This design comes from an exercise in tuning for small area and a short achievable clock period on the open sky130 flow, not from production work.
Only simulation tests tie the RTL to the original design; equivalence was not proved.
Power is estimated from default activity; no workload was simulated.

File: design/flow/config.mk
export PLATFORM = sky130hd
export DESIGN_NAME = npu_top
export DESIGN_NICKNAME = npu_top
export VERILOG_FILES = /design/flow/design.v
export SDC_FILE = /design/flow/constraint.sdc
export NUM_CORES = 4
export LEC_CHECK = 0
export CAP_MARGIN = 20
export CORE_MARGIN = 2
export CORE_UTILIZATION = 40
export SLEW_MARGIN = 20
File: design/flow/constraint.sdc
create_clock -name core_clock -period 10.0 [get_ports {CLKEXT}]
set_input_delay 2.0000 -clock core_clock [delete_from_list [all_inputs] [get_ports {CLKEXT}]]
set_output_delay 2.0000 -clock core_clock [all_outputs]
set_load 0.01 [all_outputs]
File: design/flow/design.v
module mux #(
    parameter WIDTH = 8,
    parameter SEL_WIDTH = 1
)(
    input  wire [WIDTH*(1<<SEL_WIDTH)-1:0] data_in_flat,
    input  wire [SEL_WIDTH-1:0] sel,
    output wire [WIDTH-1:0] data_out
);
    wire [WIDTH-1:0] data_in [0:(1<<SEL_WIDTH)-1];
    genvar i;
    generate
        for (i = 0; i < (1<<SEL_WIDTH); i = i + 1) begin : UNPACK
            assign data_in[i] = data_in_flat[WIDTH*i +: WIDTH];
        end
    endgenerate
    assign data_out = data_in[sel];
endmodule
module ffd #(
    parameter WIDTH = 8
)(
    input  wire clk,
    input  wire rst,
    input  wire [WIDTH-1:0] d,
    output reg  [WIDTH-1:0] q
);
always @(posedge clk) begin
    if (rst)
        q <= {WIDTH{1'b0}};
    else
        q <= d;
end
endmodule
module m16_bit(
    input wire [15:0] a,
    input wire [15:0] b,
    output wire [15:0] ADD_OUT
);
    wire signed [16:0] A,B,OUT;
    assign A = {a[15], a};
    assign B = {b[15], b};
    assign OUT = A + B;
    mux #(
        .WIDTH(16),
        .SEL_WIDTH(2)
    ) mux_inst (
        .data_in_flat({OUT[15:0],16'h8000,16'h7FFF,OUT[15:0]}),
        .sel({OUT[16],OUT[15]}),                     
        .data_out(ADD_OUT)
    );
endmodule
module mac (
    input  wire       CLKEXT,
    input  wire       RST_MAC,
    input  wire       EN_MAC,
    input  wire [7:0] a,
    input  wire [7:0] b,
    input  wire [7:0] BIAS_IN,
    output wire [15:0] result
);
    wire signed [15:0] out_mult, out_16bit, out_mux;
    wire signed [7:0] A, B;
    assign A = EN_MAC ? $signed(a) : 8'b0;
    assign B = EN_MAC ? $signed(b) : 8'b0;
    assign out_mult = A * B;
    m16_bit adder_inst (
        .a(out_mult),
        .b(result),
        .ADD_OUT(out_16bit)
    );
    mux #(
        .WIDTH(16),
        .SEL_WIDTH(1)
    ) mux_inst (
        .data_in_flat({{8'b0,BIAS_IN},out_16bit}),
        .sel(RST_MAC),
        .data_out(out_mux)
    );
    ffd #(16) ffd_inst (
        .clk(CLKEXT),
        .rst(RST_MAC),
        .d(out_mux),
        .q(result)
    );
endmodule
module input_buffer (
    input  wire       CLKEXT,
    input  wire       CLR_BUF_IN,
    input  wire       EN_BUF_IN,
    input  wire [7:0] DA,
    input  wire [7:0] DB,
    input  wire [7:0] DC,
    input  wire [7:0] DD,
    output wire [7:0] DA_OUT,
    output wire [7:0] DB_OUT,
    output wire [7:0] DC_OUT,
    output wire [7:0] DD_OUT
);
    wire [31:0] data_in;
    assign data_in = EN_BUF_IN ? {DA, DB, DC, DD} : 32'b0;
    ffd  #(
        .WIDTH(8)
    ) uut1 (
        .clk(CLKEXT),
        .rst(CLR_BUF_IN),
        .d(data_in[31:24]),
        .q(DA_OUT)
    );
    ffd #(
        .WIDTH(8)
    ) uut2 (
        .clk(CLKEXT),
        .rst(CLR_BUF_IN),
        .d(data_in[23:16]),
        .q(DB_OUT)
    );
    ffd #(
        .WIDTH(8)
    ) uut3 (
        .clk(CLKEXT),
        .rst(CLR_BUF_IN),
        .d(data_in[15:8]),
        .q(DC_OUT)
    );
    ffd #(
        .WIDTH(8)
    ) uut4 (
        .clk(CLKEXT),
        .rst(CLR_BUF_IN),
        .d(data_in[7:0]),
        .q(DD_OUT)
    );
endmodule
module PISO #(
    parameter WIDTH = 8,
    parameter NUM_TAPS = 4
)(
    input                             CLR_PISO_OUT,
    input                             CLKEXT,
    input                             SHIFT_OUT,
    input                             EN_PISO_OUT,
    input  [WIDTH*NUM_TAPS-1:0]       DATA_IN,
    output [WIDTH-1:0]                DATA_OUT
);
    reg [WIDTH-1:0] reg_data [0:NUM_TAPS-1];
    integer i;
    reg [WIDTH*NUM_TAPS-1:0]       DATA_TEST;
    assign DATA_OUT = reg_data[NUM_TAPS-1];
    always @(posedge CLKEXT) begin
        DATA_TEST <= DATA_IN;
        if(CLR_PISO_OUT) begin
            for(i=0; i<NUM_TAPS; i=i+1) begin
                reg_data[i] <= 0;
            end
        end else if (!SHIFT_OUT) begin
            for(i=0; i<NUM_TAPS; i=i+1) begin
                reg_data[i] <= DATA_TEST[WIDTH*i +: WIDTH];
            end
        end else if (EN_PISO_OUT) begin
            for(i=NUM_TAPS-1; i>0; i=i-1) begin
                reg_data[i] <= reg_data[i-1];
            end
        end
    end
endmodule
module reLU (
    input wire CLKEXT,
    input wire RST,
    input wire [15:0] DATA_IN,
    input wire EN_reLU,
    input wire BYPASS_reLU,
    output wire [15:0] reLU_OUT
);
    wire mux_sel;
    wire [15:0] data_in_ff,data_in_ff1;
    assign data_in_ff = EN_reLU ? data_in_ff1 : 16'b0; 
    assign mux_sel = DATA_IN[15] & ~BYPASS_reLU;  
    mux #(
        .WIDTH(16),
        .SEL_WIDTH(1)
    ) mux_reLu (
        .data_in_flat({16'b0,DATA_IN}),
        .sel(mux_sel),
        .data_out(data_in_ff1)
    );
    ffd #(16) ffd_reLU (
        .clk(CLKEXT),
        .rst(RST),
        .d(data_in_ff),
        .q(reLU_OUT)
    );
endmodule
module auto_comparator (
    input  wire        CLKEXT,
    input  wire        RST_COMP,
    input  wire        EN_COMP,
    input  wire        TRIG,
    input  wire [15:0] IN1,
    input  wire [15:0] IN2,
    output reg  [15:0] LARGEST,
    output reg  [7:0]  INDEX
);
    reg [7:0] next_idx;
    always @(posedge CLKEXT) begin
        if (RST_COMP) begin
            LARGEST  <= 16'h8000;
            INDEX    <= 0;
            next_idx <= 1;
        end else if (EN_COMP && TRIG) begin
            if ($signed(IN1) > $signed(LARGEST) && $signed(IN1) >= $signed(IN2)) begin
                LARGEST <= IN1;
                INDEX   <= next_idx;
            end else if ($signed(IN2) > $signed(LARGEST)) begin
                LARGEST <= IN2;
                INDEX   <= next_idx;
            end
            next_idx <= next_idx + 1;
        end
    end
endmodule
module fifo #(
    parameter DATA_WIDTH = 8,
    parameter DEPTH = 128
)(
    input  wire                  CLKEXT,
    input  wire                  RST,
    input  wire                  WR_EN,
    input  wire                  RD_EN,
    input  wire [DATA_WIDTH-1:0] DATA_IN,
    output reg  [DATA_WIDTH-1:0] DATA_OUT,
    output wire                  FULL,
    output wire                  EMPTY
);
    reg [DATA_WIDTH-1:0] mem [0:DEPTH-1];
    reg [$clog2(DEPTH)-1:0] wr_ptr, rd_ptr;
    reg [$clog2(DEPTH):0] fifo_count;
    assign FULL  = (fifo_count == DEPTH);
    assign EMPTY = (fifo_count == 0);
    always @(posedge CLKEXT) begin
        if (RST) begin
            wr_ptr <= 0;
            rd_ptr <= 0;
            fifo_count <= 0;
            DATA_OUT <= 0;
        end else begin
            if (WR_EN && !FULL) begin
                mem[wr_ptr] <= DATA_IN;
                wr_ptr <= wr_ptr + 1;
            end
            if (RD_EN && !EMPTY) begin
                DATA_OUT <= mem[rd_ptr];
                rd_ptr <= rd_ptr + 1;
            end
            case ({WR_EN && !FULL, RD_EN && !EMPTY})
                2'b10: fifo_count <= fifo_count + 1;
                2'b01: fifo_count <= fifo_count - 1;
                default: fifo_count <= fifo_count;
            endcase
        end
    end
endmodule
module ssfr (
    input  wire        CLKEXT,
    input  wire        RST,
    input  wire [7:0]  DA,
    input  wire [7:0]  DB,
    input  wire        EN_CONFIG,
    output wire [15:0] SSFR
);
    reg [15:0] ssfr_reg;
    assign SSFR = ssfr_reg; 
    always @(posedge CLKEXT) begin
        if (RST) begin
            ssfr_reg <= 16'b0010_0010_1000_0000;
        end else if (EN_CONFIG) begin
            ssfr_reg <= {DA, DB};
        end
    end
endmodule
module fsm (
    input  wire        CLKEXT,
    input  wire        RST,
    input  wire        EN_FSM,
    input  wire [7:0]  DB,
    input  wire [7:0]  DD,
    output wire [15:0] CON_SIG
);
    localparam IDLE       = 3'b000;
    localparam BIAS       = 3'b001;
    localparam ACC        = 3'b010;
    localparam LAST       = 3'b011;
    localparam WAIT       = 3'b100;
    localparam OUT_IDLE   = 3'b000;
    localparam OUT_S1     = 3'b001;
    localparam OUT_S2     = 3'b010;
    localparam OUT_S3     = 3'b011;
    localparam OUT_S4     = 3'b100;
    localparam OUT_S5     = 3'b101;
    reg OUT_DONE;
    reg ACC_FLAG;
    reg CTR_OUT;
    reg EN_BUF_IN;
    reg CLR_BUF_IN;
    reg EN_MAC;
    reg RST_MAC;
    reg EN_reLU;
    reg SHIFT_OUT;
    reg EN_PISO_OUT;
    reg CLR_PISO_OUT;
    reg WR_EN;
    reg [2:0] state_acc,state_out;
    reg [15:0] counter;
    assign CON_SIG[15]  = EN_BUF_IN;
    assign CON_SIG[14]  = CLR_BUF_IN;
    assign CON_SIG[13]  = EN_MAC;
    assign CON_SIG[12]  = RST_MAC;
    assign CON_SIG[11]  = EN_reLU;
    assign CON_SIG[10]  = SHIFT_OUT;
    assign CON_SIG[9]   = EN_PISO_OUT;
    assign CON_SIG[8]   = CLR_PISO_OUT;
    assign CON_SIG[7]   = WR_EN;
    assign CON_SIG[6:0] = 7'b0000000;  
    always @(posedge CLKEXT) begin : DOWNCOUNTER
        if (RST) begin
            counter <= {DB, DD};
            CTR_OUT <= 1'b0;
        end else begin
            counter <= counter - 1;
            if (counter == 16'b1) begin
                CTR_OUT <= 1'b1;
            end else if (counter == 16'b0) begin
                counter <= {DB, DD};
                CTR_OUT <= 1'b0;
            end else begin
                CTR_OUT <= 1'b0;
            end
        end
    end
    always @(posedge CLKEXT) begin : FSM_OUT
        if (RST) begin
            SHIFT_OUT   <= 1'b0;
            EN_PISO_OUT <= 1'b0;
            WR_EN       <= 1'b0;
            OUT_DONE    <= 1'b0;
            state_out   <= OUT_IDLE;
        end
        else begin
            case (state_out)
                OUT_IDLE: begin
                    SHIFT_OUT   <= 1'b1;
                    EN_PISO_OUT <= 1'b0;
                    WR_EN       <= 1'b0;
                    OUT_DONE    <= 1'b0;
                    if (EN_reLU) begin
                        state_out <= OUT_S1;
                    end
                    else begin
                        state_out <= OUT_IDLE;
                    end
                end
                OUT_S1: begin
                    SHIFT_OUT   <= 1'b0;
                    EN_PISO_OUT <= 1'b1;
                    WR_EN       <= 1'b0;
                    OUT_DONE    <= 1'b0;
                    state_out   <= OUT_S2;
                end
                OUT_S2: begin
                    SHIFT_OUT   <= 1'b1;
                    EN_PISO_OUT <= 1'b1;
                    WR_EN       <= 1'b1;
                    OUT_DONE    <= 1'b0;
                    state_out   <= OUT_S3;
                end
                OUT_S3: begin
                    SHIFT_OUT   <= 1'b1;
                    EN_PISO_OUT <= 1'b1;
                    WR_EN       <= 1'b1;
                    OUT_DONE    <= 1'b0;
                    state_out   <= OUT_S4;
                end
                OUT_S4: begin
                    SHIFT_OUT   <= 1'b1;
                    EN_PISO_OUT <= 1'b1;
                    WR_EN       <= 1'b1;
                    OUT_DONE    <= 1'b0;
                    state_out   <= OUT_S5;
                end
                OUT_S5: begin
                    SHIFT_OUT   <= 1'b1;
                    EN_PISO_OUT <= 1'b0;
                    WR_EN       <= 1'b1;
                    OUT_DONE    <= 1'b1;
                    state_out   <= OUT_IDLE;
                end
                default: begin
                    SHIFT_OUT   <= 1'b0;
                    EN_PISO_OUT <= 1'b0;
                    WR_EN       <= 1'b0;
                    OUT_DONE    <= 1'b0;
                    state_out   <= OUT_IDLE;
                end
            endcase
        end
    end
    always @(posedge CLKEXT) begin : FSM_ACC
        if (RST) begin
            EN_BUF_IN    <= 1'b0;
            CLR_BUF_IN   <= 1'b1;
            EN_MAC       <= 1'b0;
            RST_MAC      <= 1'b1;
            CLR_PISO_OUT <= 1'b1;
            EN_reLU      <= 1'b0;
            ACC_FLAG     <= 1'b0;
            state_acc    <= IDLE;
        end
        else begin
            case(state_acc)
                IDLE: begin
                    EN_BUF_IN    <= 1'b0;
                    CLR_BUF_IN   <= 1'b1;
                    EN_MAC       <= 1'b0;
                    RST_MAC      <= 1'b0;
                    CLR_PISO_OUT <= 1'b1;
                    EN_reLU      <= 1'b0;
                    ACC_FLAG     <= 1'b0;
                    if (EN_FSM) begin
                        state_acc <= BIAS;
                    end
                    else begin
                        state_acc <= IDLE;
                    end
                end
                BIAS: begin
                    EN_BUF_IN    <= 1'b0;
                    CLR_BUF_IN   <= 1'b1;
                    EN_MAC       <= 1'b1;
                    RST_MAC      <= 1'b1;
                    CLR_PISO_OUT <= 1'b0;
                    state_acc    <= ACC;
                    if (ACC_FLAG) begin
                        EN_reLU  <= 1'b1;
                    end
                    else begin
                        EN_reLU  <= 1'b0;
                    end
                end
                ACC: begin
                    EN_BUF_IN    <= 1'b1;
                    CLR_BUF_IN   <= 1'b0;
                    EN_MAC       <= 1'b1;
                    RST_MAC      <= 1'b0;
                    CLR_PISO_OUT <= 1'b0;
                    EN_reLU      <= 1'b0;
                    ACC_FLAG     <= 1'b1;
                    if      (!EN_FSM & CTR_OUT) begin
                        state_acc <= LAST;
                    end
                    else if (EN_FSM & CTR_OUT)begin
                        state_acc <= BIAS;
                    end
                    else begin
                        state_acc <= ACC;
                    end
                end
                LAST: begin
                    EN_BUF_IN    <= 1'b0;
                    CLR_BUF_IN   <= 1'b0;
                    EN_MAC       <= 1'b1;
                    RST_MAC      <= 1'b0;
                    CLR_PISO_OUT <= 1'b0;
                    EN_reLU      <= 1'b1;
                    state_acc    <= WAIT;
                end
                WAIT: begin
                    EN_BUF_IN    <= 1'b0;
                    CLR_BUF_IN   <= 1'b0;
                    EN_MAC       <= 1'b0;
                    RST_MAC      <= 1'b0;
                    CLR_PISO_OUT <= 1'b0;
                    EN_reLU      <= 1'b0;
                    if (OUT_DONE) begin
                        state_acc <= IDLE;
                    end
                    else begin
                        state_acc <= WAIT;
                    end
                end
                default: begin
                    EN_BUF_IN    <= 1'b0;
                    CLR_BUF_IN   <= 1'b1;
                    EN_MAC       <= 1'b0;
                    RST_MAC      <= 1'b1;
                    CLR_PISO_OUT <= 1'b1;
                    EN_reLU      <= 1'b0;
                    ACC_FLAG     <= 1'b0;
                    state_acc    <= IDLE;
                end
            endcase
        end
    end
endmodule
module npu_core (
    input  wire        CLKEXT,
    input  wire        RST,
    input  wire [7:0]  DA,
    input  wire [7:0]  DB,
    input  wire [7:0]  DC,
    input  wire [7:0]  DD,
    input  wire        RD_EN,
    input  wire [15:0] SSFR,
    input  wire [15:0] CON_SIG,
    input  wire        SHIFT_DEB,
    input  wire        EN_PISO_DEB,
    input  wire        CLR_PISO_DEB,
    output wire [7:0]  DATA_OUT,
    output wire        FULL,
    output wire        EMPTY
);
    wire [7:0] DA_OUT;
    wire [7:0] DB_OUT;
    wire [7:0] DC_OUT;
    wire [7:0] DD_OUT;
    wire EN_BUF_IN;
    wire CLR_BUF_IN;
    wire EN_MAC;
    wire RST_MAC;
    wire EN_reLU;
    wire SHIFT_OUT;
    wire EN_PISO_OUT;
    wire CLR_PISO_OUT;
    wire WR_EN;
    wire [2:0] SEL_OUT;
    wire       BYPASS_reLU1;
    wire       BYPASS_reLU2;
    wire       EN_COMP;
    wire       RST_COMP;
    wire       EN_FIFO;
    wire       RST_FIFO;
    wire [15:0] RESULT_MAC1;
    wire [15:0] RESULT_MAC2;
    wire [7:0] DATA_OUT_PISO_DEB;
    wire [15:0] reLU_OUT1;
    wire [15:0] reLU_OUT2;
    wire [7:0] DATA_OUT_PISO_OUT;
    wire [7:0] DATA_OUT_FIFO;
    wire [15:0] LARGEST;
    wire [7:0]  INDEX;
    wire CLR_PISO_OUT_RST;
    wire RST_COMP_RST;
    wire CLR_PISO_DEB_RST;
    wire RST_MAC_RST;
    wire CLR_BUF_IN_RST;
    wire WR_EN_FIFO;
    wire RD_EN_FIFO;
    assign EN_BUF_IN      = CON_SIG[15];
    assign CLR_BUF_IN     = CON_SIG[14];
    assign EN_MAC         = CON_SIG[13];
    assign RST_MAC        = CON_SIG[12];
    assign EN_reLU        = CON_SIG[11];
    assign SHIFT_OUT      = CON_SIG[10];
    assign EN_PISO_OUT    = CON_SIG[9];
    assign CLR_PISO_OUT   = CON_SIG[8];
    assign WR_EN          = CON_SIG[7];
    assign SEL_OUT        = SSFR[15:13];
    assign BYPASS_reLU1    = SSFR[12];
    assign BYPASS_reLU2    = SSFR[11];
    assign EN_COMP        = SSFR[10];
    assign RST_COMP       = SSFR[9];
    assign EN_FIFO        = SSFR[8];
    assign RST_FIFO       = SSFR[7];
    assign CLR_PISO_OUT_RST = CLR_PISO_OUT | RST;
    assign RST_COMP_RST     = RST_COMP     | RST;
    assign CLR_PISO_DEB_RST = CLR_PISO_DEB | RST;
    assign RST_MAC_RST      = RST_MAC      | RST;
    assign CLR_BUF_IN_RST   = CLR_BUF_IN   | RST;
    assign RD_EN_FIFO = RD_EN & !EMPTY;
    assign WR_EN_FIFO = WR_EN & !FULL;
    input_buffer  BUFFER (
            .CLKEXT(CLKEXT),
            .CLR_BUF_IN(CLR_BUF_IN_RST),
            .EN_BUF_IN(EN_BUF_IN),
            .DA(DA),
            .DB(DB),
            .DC(DC),
            .DD(DD),
            .DA_OUT(DA_OUT),
            .DB_OUT(DB_OUT),
            .DC_OUT(DC_OUT),
            .DD_OUT(DD_OUT)
    );
    mac MAC1 (
            .CLKEXT(CLKEXT),
            .RST_MAC(RST_MAC_RST),
            .EN_MAC(EN_MAC),
            .a(DA_OUT),
            .b(DB_OUT),
            .BIAS_IN(DA_OUT),
            .result(RESULT_MAC1)
        );
    mac MAC2 (
            .CLKEXT(CLKEXT),
            .RST_MAC(RST_MAC_RST),
            .EN_MAC(EN_MAC),
            .a(DC_OUT),
            .b(DD_OUT),
            .BIAS_IN(DC_OUT),
            .result(RESULT_MAC2)
        );
    PISO #(
            .WIDTH(8),
            .NUM_TAPS(12)
    ) PISO_DEB (
            .CLR_PISO_OUT(CLR_PISO_DEB_RST),
            .CLKEXT(CLKEXT),
            .SHIFT_OUT(SHIFT_DEB),
            .EN_PISO_OUT(EN_PISO_DEB),
            .DATA_IN({SSFR[15:8], SSFR[7:0], CON_SIG[15:8], CON_SIG[7:0], RESULT_MAC2[15:8], RESULT_MAC2[7:0], RESULT_MAC1[15:8], RESULT_MAC1[7:0], DD_OUT, DC_OUT, DB_OUT, DA_OUT}),
            .DATA_OUT(DATA_OUT_PISO_DEB)
        );
    reLU reLU1 (
            .CLKEXT(CLKEXT),
            .RST(RST),
            .DATA_IN(RESULT_MAC1),
            .EN_reLU(EN_reLU),
            .BYPASS_reLU(BYPASS_reLU1),
            .reLU_OUT(reLU_OUT1)
        );
    reLU reLU2 (
            .CLKEXT(CLKEXT),
            .RST(RST),
            .DATA_IN(RESULT_MAC2),
            .EN_reLU(EN_reLU),
            .BYPASS_reLU(BYPASS_reLU2),
            .reLU_OUT(reLU_OUT2)
        );
    auto_comparator COMP (
            .CLKEXT(CLKEXT),
            .RST_COMP(RST_COMP_RST),
            .EN_COMP(EN_COMP),
            .TRIG(EN_reLU),
            .IN1(reLU_OUT1),
            .IN2(reLU_OUT2),
            .LARGEST(LARGEST),
            .INDEX(INDEX)
        );
    PISO #(
            .WIDTH(8),
            .NUM_TAPS(4)
    ) PISO_OUT (
            .CLR_PISO_OUT(CLR_PISO_OUT_RST),
            .CLKEXT(CLKEXT),
            .SHIFT_OUT(SHIFT_OUT),
            .EN_PISO_OUT(EN_PISO_OUT),
            .DATA_IN({reLU_OUT2[15:8], reLU_OUT2[7:0], reLU_OUT1[15:8], reLU_OUT1[7:0]}),
            .DATA_OUT(DATA_OUT_PISO_OUT)
        );
    fifo #(
            .DATA_WIDTH(8),
            .DEPTH(128)
    ) FIFO_OUT (
            .CLKEXT(CLKEXT),
            .RST(RST),
            .WR_EN(WR_EN_FIFO),
            .RD_EN(RD_EN_FIFO),
            .DATA_IN(DATA_OUT_PISO_OUT),
            .DATA_OUT(DATA_OUT_FIFO),
            .FULL(FULL),
            .EMPTY(EMPTY)
        );
    mux #(
            .WIDTH(8),
            .SEL_WIDTH(3)
        ) mux_inst (
            .data_in_flat({8'b0,8'b0,DATA_OUT_PISO_DEB,LARGEST[7:0],LARGEST[15:8],INDEX,DATA_OUT_PISO_OUT,DATA_OUT_FIFO}),
            .sel(SEL_OUT),                     
            .data_out(DATA_OUT)
        );
endmodule
module npu_top(
    input  wire        CLKEXT,
    input  wire        RST_GLO,
    input  wire        EN_FSM,
    input  wire        EN_CONFIG,
    input  wire [7:0]  DA,
    input  wire [7:0]  DB,
    input  wire [7:0]  DC,
    input  wire [7:0]  DD,
    input  wire        RD_EN,
    input  wire        EN_PISO_DEB,
    input  wire        CLR_PISO_DEB,
    input  wire        SHIFT_DEB,
    input  wire        SEL_CON,
    output wire [7:0]  D_OUT,
    output wire        FULL,
    output wire        EMPTY
);
    wire [15:0] SSFR;
    wire [15:0] CON_SIG;
    wire [15:0] CON_SIG_FSM;
    ssfr ssfr_inst (
        .CLKEXT(CLKEXT),
        .RST(RST_GLO),
        .DA(DA),
        .DB(DB),
        .EN_CONFIG(EN_CONFIG),
        .SSFR(SSFR)
    );
    fsm fsm_inst (
        .CLKEXT(CLKEXT),
        .RST(RST_GLO),
        .EN_FSM(EN_FSM),
        .DB(DB),
        .DD(DD),
        .CON_SIG(CON_SIG_FSM)
    );
    mux #(
        .WIDTH(16),
        .SEL_WIDTH(1)
    ) mux_top (
        .data_in_flat({CON_SIG_FSM,{DC,CON_SIG_FSM[7],7'b0000000}}),
        .sel(SEL_CON),
        .data_out(CON_SIG)
    );
    npu_core npu_core_inst (
        .CLKEXT(CLKEXT),
        .RST(RST_GLO),
        .DA(DA),
        .DB(DB),
        .DC(DC),
        .DD(DD),
        .RD_EN(RD_EN),
        .SSFR(SSFR),
        .CON_SIG(CON_SIG),
        .SHIFT_DEB(SHIFT_DEB),
        .EN_PISO_DEB(EN_PISO_DEB),
        .CLR_PISO_DEB(CLR_PISO_DEB),
        .DATA_OUT(D_OUT),
        .FULL(FULL),
        .EMPTY(EMPTY)
    );
endmodule
File: design/flow/run.sh
#!/bin/bash
# synth_recipe.tcl (not shown) runs the flow's synth.tcl, then flattens the netlist and writes it again
# the make line also repeats each setting of config.mk as NAME=value (left out here)
make -C /OpenROAD-flow-scripts/flow DESIGN_CONFIG=/design/flow/config.mk WORK_HOME=/design/flow/orfs CLKGATE_MAP_FILE= SYNTH_SCRIPT=/design/flow/synth_recipe.tcl finish
==> implementation parameters <==
Parameter                              Value

Run status
  Run status    finished clean

Pwr
  Maximum vdd drop    0.1409 mV
  Int Pwr    slightly below 10 mW
  Leakage power of the design    around 25 nW
  Clock group share of total power    44.7%
  Switching power    2.699 mW
  Share of power burned in combinational logic    2.9%
  Pwr/cell area    between 150 and 200 nW/µm²
  Sw Ratio    approximately a fifth
  Part of the power in registers    52.4%

Yosys
  Count of flip-flops with a built-in enable after synthesis    1024
  Arithmetic-cell share of the synthesized area counting full adders, half adders and majority gates    7.834%
  Nets in the synthesized netlist    4406
  Average instance area after synthesis    between 15 and 20 µm²
  Cells after Synth    4068
  Area fraction of the dominant cell type after synthesis    49.52%
  Xor-xnor portion of the synthesized cell area    0.9732%
  Share of synthesized area spent on multiplexers    11.97%
  Dominant combinational cell family by area after synthesis    multiplexers
  Unique masters post-synth    62
  Synthesized-area fraction occupied by and/or/nand/nor cells    6.361%
  Warnings, synthesis    13
  Commonest register cell after synthesis    edfxtp_1
  Synthesized area    62100 µm²
  Share of flip-flops with an asynchronous set or reset after synthesis    0%
  Sequential area share after synthesis    between 60 and 70%
  Yosys top cell by area    edfxtp_1
  Cells taking the most area after synthesis    edfxtp_1 (50%), dfxtp_1 (15%), mux4_2 (9.3%)
  Compound-gate portion of the synthesized area    5.728%
  Synthesis-stage register bit count    1481

Drt
  Total wire length after detailed routing    ~150 mm
  Via count    34000
  ANT nets after route    0
  Number of vias per cell after detailed routing    5.424
  Drt wl/cell    around 23 µm
  Detailed-routing iteration count for the pre-antenna-repair pass    6
  Initial DRC Count    ~2900
  Residual DRC    0

Die
  Area of the die    158400 µm²
  Starting utilization of the core area    about two fifths
  Core area    approximately 150000 µm²
  Top Ports    51
  Floorplan die height    398.0 µm
  Floorplan row count    144
  Width of the die    398.0 µm

Place
  Final GP Congestion    0.8293
  Count of buffers from port buffering    50
  DP HPWL    92.31 mm

Clock tree
  CTS tree    built
  Clock sink count    approximately 1500
  Level count of the clock H-tree    4
  Buffers inserted by post-CTS timing repair    0
  Root buffer selected by CTS    clkbuf_16
  Clock Pin Slew Worst Setup and Hold Paths    60 ps
  Worst-Skew Late Latency    ~800 ps
  Total clock buffers created by CTS    153
  Post-CTS sizing    0
  CTS max path bufs    3
  Total of hold buffers inserted after clock tree synthesis    0

STA
  RSZ-0062 raised after global routing    false
  WHS    350.9 ps
  Setup violations, final    0
  Setup clock skew after layout    69.01 ps
  Max_slew headroom    31.44%
  Count of final max-slew check failures    0
  Maximum operating frequency    115.0 MHz
  Final period utilization    between 80% and 90%
  Setup Total Neg Slack    0 ps
  Count of endpoints failing hold in the final timing report    0
  Final worst path period need    8694 ps
  Slew of the pin with the lowest slew margin    just over 1000 ps

Final layout
  Largest register by flop count    npu_core_inst.FIFO_OUT.mem
  Max reg flops    1024
  Number of nets in the final layout    4437
  Ratio of cells with drive above 1 in the final layout    13.36%
  Leading registers by flop count    npu_core_inst.FIFO_OUT.mem: 1024 flops, npu_core_inst.PISO_DEB.reg_data: 96 flops, npu_core_inst.PISO_DEB.DATA_TEST: 89 flops
  Area growth from synthesis to layout    12.29%

Global route
  Congestion Overflow GR    0
  Number of antenna violations at the first check in global routing    4
  Largest net degree at the start of global routing    124
  Global-route wire length before repair    218.8 mm
  Via count of the first global-routing pass    around 34000
  GR Util All Layers    a little under a fifth

Critical path
  CP required    approximately 11000 ps
  Cell occurring most often along the worst timing path    fa_1
  Critical Path, Cell by Cell    clkdlybuf4s50_1, mux2_2, buf_4, nand2_1, or2_2, fa_1, fa_1, inv_1, fa_1, fa_1, fa_1, ha_1, a21o_1, a2111oi_0, nor3_1, o31a_1, o21ai_0, nand2b_1, xnor2_1, ha_1, nor2_1, a21oi_1, nor2_1
  CP max stage delay    around 600 ps
  Worst Path Max Fanout    23
  Crit start category    input port
  Critical path class    in2reg
  Crit path max-delay cell type    a2111oi_0
  Crit. End Element    flop
  Critical Path AT    about 9400 ps

Job
  Maximum capacitance violations    0

Min path
  Type of the most critical hold path    reg2reg
[per-layer routing]
metal / GRT usage (%) / part of all wire [%]
met4: 4.755 / 2.0
met1: 26.69 / 45
met5: 0 / 0
met2: 28.57 / 46
met3: 3.719 / 6.7
[worst paths after layout]
check	cells after the start	from	to	slack (ps)
worst max register to register	22	fsm_inst.EN_MAC$_SDFF_PP0_	npu_core_inst.MAC1.ffd_inst.q[7]$_SDFF_PP0_	2750
worst min-delay path	0	ssfr_inst.ssfr_reg[0]$_SDFFE_PP0P_	npu_core_inst.PISO_DEB.DATA_TEST[80]$_DFF_P_	350
worst min register to register	0	ssfr_inst.ssfr_reg[0]$_SDFFE_PP0P_	npu_core_inst.PISO_DEB.DATA_TEST[80]$_DFF_P_	350
worst max-delay path	23	SEL_CON	npu_core_inst.MAC1.ffd_inst.q[7]$_SDFF_PP0_	1310
[power by group through the flow]
stage / clock (mW) / sequential, mW / combinational, mW
detailed placement: 0 / 6.75 / 0.375
global placement: 0 / 6.75 / 0.370
floorplan: 0 / 6.73 / 0.258
global route: 6.00 / 6.62 / 0.408
finish: 5.64 / 6.62 / 0.373
CTS: 5.75 / 6.62 / 0.376
[metrics by stage]
step / area [µm²] / total power, mW / instances / setup slack (ps) / util [%]
global placement: 64660 / 7.121 / 5987 / 648.0 / 41.98
floorplan: 62100 / 6.990 / 4068 / 1298 / -
finish: 69730 / 12.64 / 6269 / 1306 / 45.26
detailed placement: 64660 / 7.126 / 5987 / 580.1 / 41.98
CTS: 69680 / 12.74 / 6264 / 1408 / 45.24
global route: 69720 / 13.03 / 6265 / 846.1 / 45.26
[area by class of cell]
| class | count | area [µm²] |
|---|---|---|
| antenna | 4 | 10.01 |
| clock buffer | 198 | 4197 |
| clock inverter | 79 | 824.5 |
| fill | 13430 | 84320 |
| inverter | 228 | 855.8 |
| multi-input combinational | 2143 | 20480 |
| sequential | 1481 | 39940 |
| tap | 2044 | 2557 |
| timing repair buffer | 92 | 869.6 |
[synth_stat cells (all sizes together), types with 19 or more instances]
library cell  instances
clkbuf              136
nand2               119
a221oi               64
o211ai               19
xor2                 27
nor2                396
dfxtp               457
o22ai                33
nor3                 37
inv                 228
xnor2                42
mux4                256
a21oi               108
and2                 70
o21ai                33
fa                  153
ha                  144
nand3                79
a21o                 21
buf                  80
edfxtp             1024
a211oi              112
a22o                 64
and3                 69
mux2i               159
[worst max-delay path: cells and delay by family]
kind / cells / cell delay, ps
XOR/XNOR: 1 / 160
AND/OR/NAND/NOR: 6 / 1370
buffers and inverters: 3 / 780
multiplexers: 1 / 500
AO/OA/AOI/OAI: 5 / 1350
adder cells (fa/ha/maj): 7 / 3200
[kinds of logic (layout without fill, tap and decap cells)]
| logic type | after synthesis | after routing |
|---|---|---|
| buffers and inverters | 444 | 597 |
| DFF | 1481 | 1481 |
| other | 0 | 4 |
| and+or+nand+nor | 857 | 857 |
| adders and majority gates | 297 | 297 |
| muxes | 422 | 422 |
| AOI/OAI and AO/OA | 498 | 498 |
| xor gates and xnor gates | 69 | 69 |
[layout by cell type, fill, tap and decap left out, drive strengths merged, types with 69 or more instances in the layout]
cell type / Yosys / layout
a211oi: 112 / 112
and3: 69 / 69
and2: 70 / 70
mux2i: 159 / 159
inv: 228 / 235
a21oi: 108 / 108
nor2: 396 / 396
nand3: 79 / 79
nand2: 119 / 119
edfxtp: 1024 / 1024
clkbuf: 136 / 198
mux4: 256 / 256
dfxtp: 457 / 457
fa: 153 / 153
ha: 144 / 144

re-timing with driven ports:
Ports are ideal in the flow. The routed layout listed here was re-timed in OpenROAD.
Step 1 sets driving cells, clkbuf_16 on the clock port and buf_2 on the other inputs (assumed; they add their load-dependent delay and slew).
Step 2 adds t to the input delays and takes it off the output delays; t is the mean of the earliest and latest rising clock arrival at the registers after step 1. Input paths then give back, and output paths get back, about the clock's delay inside the block.
a / b / c = ideal / step 1 / step 2; a / b = the first two.
t (ns): 0.831
setup slack, ns: 1.306 / 1.353 / 0.522
worst setup path after step 2: input to register
slew at the worst register clock pin (ns): 0.08 / 0.08
cell pins on the clock port's net: 1
After both steps setup and hold are still met in this run. The setup slack of this run moves by +0.047 ns with the drivers and by -0.784 ns with both steps.
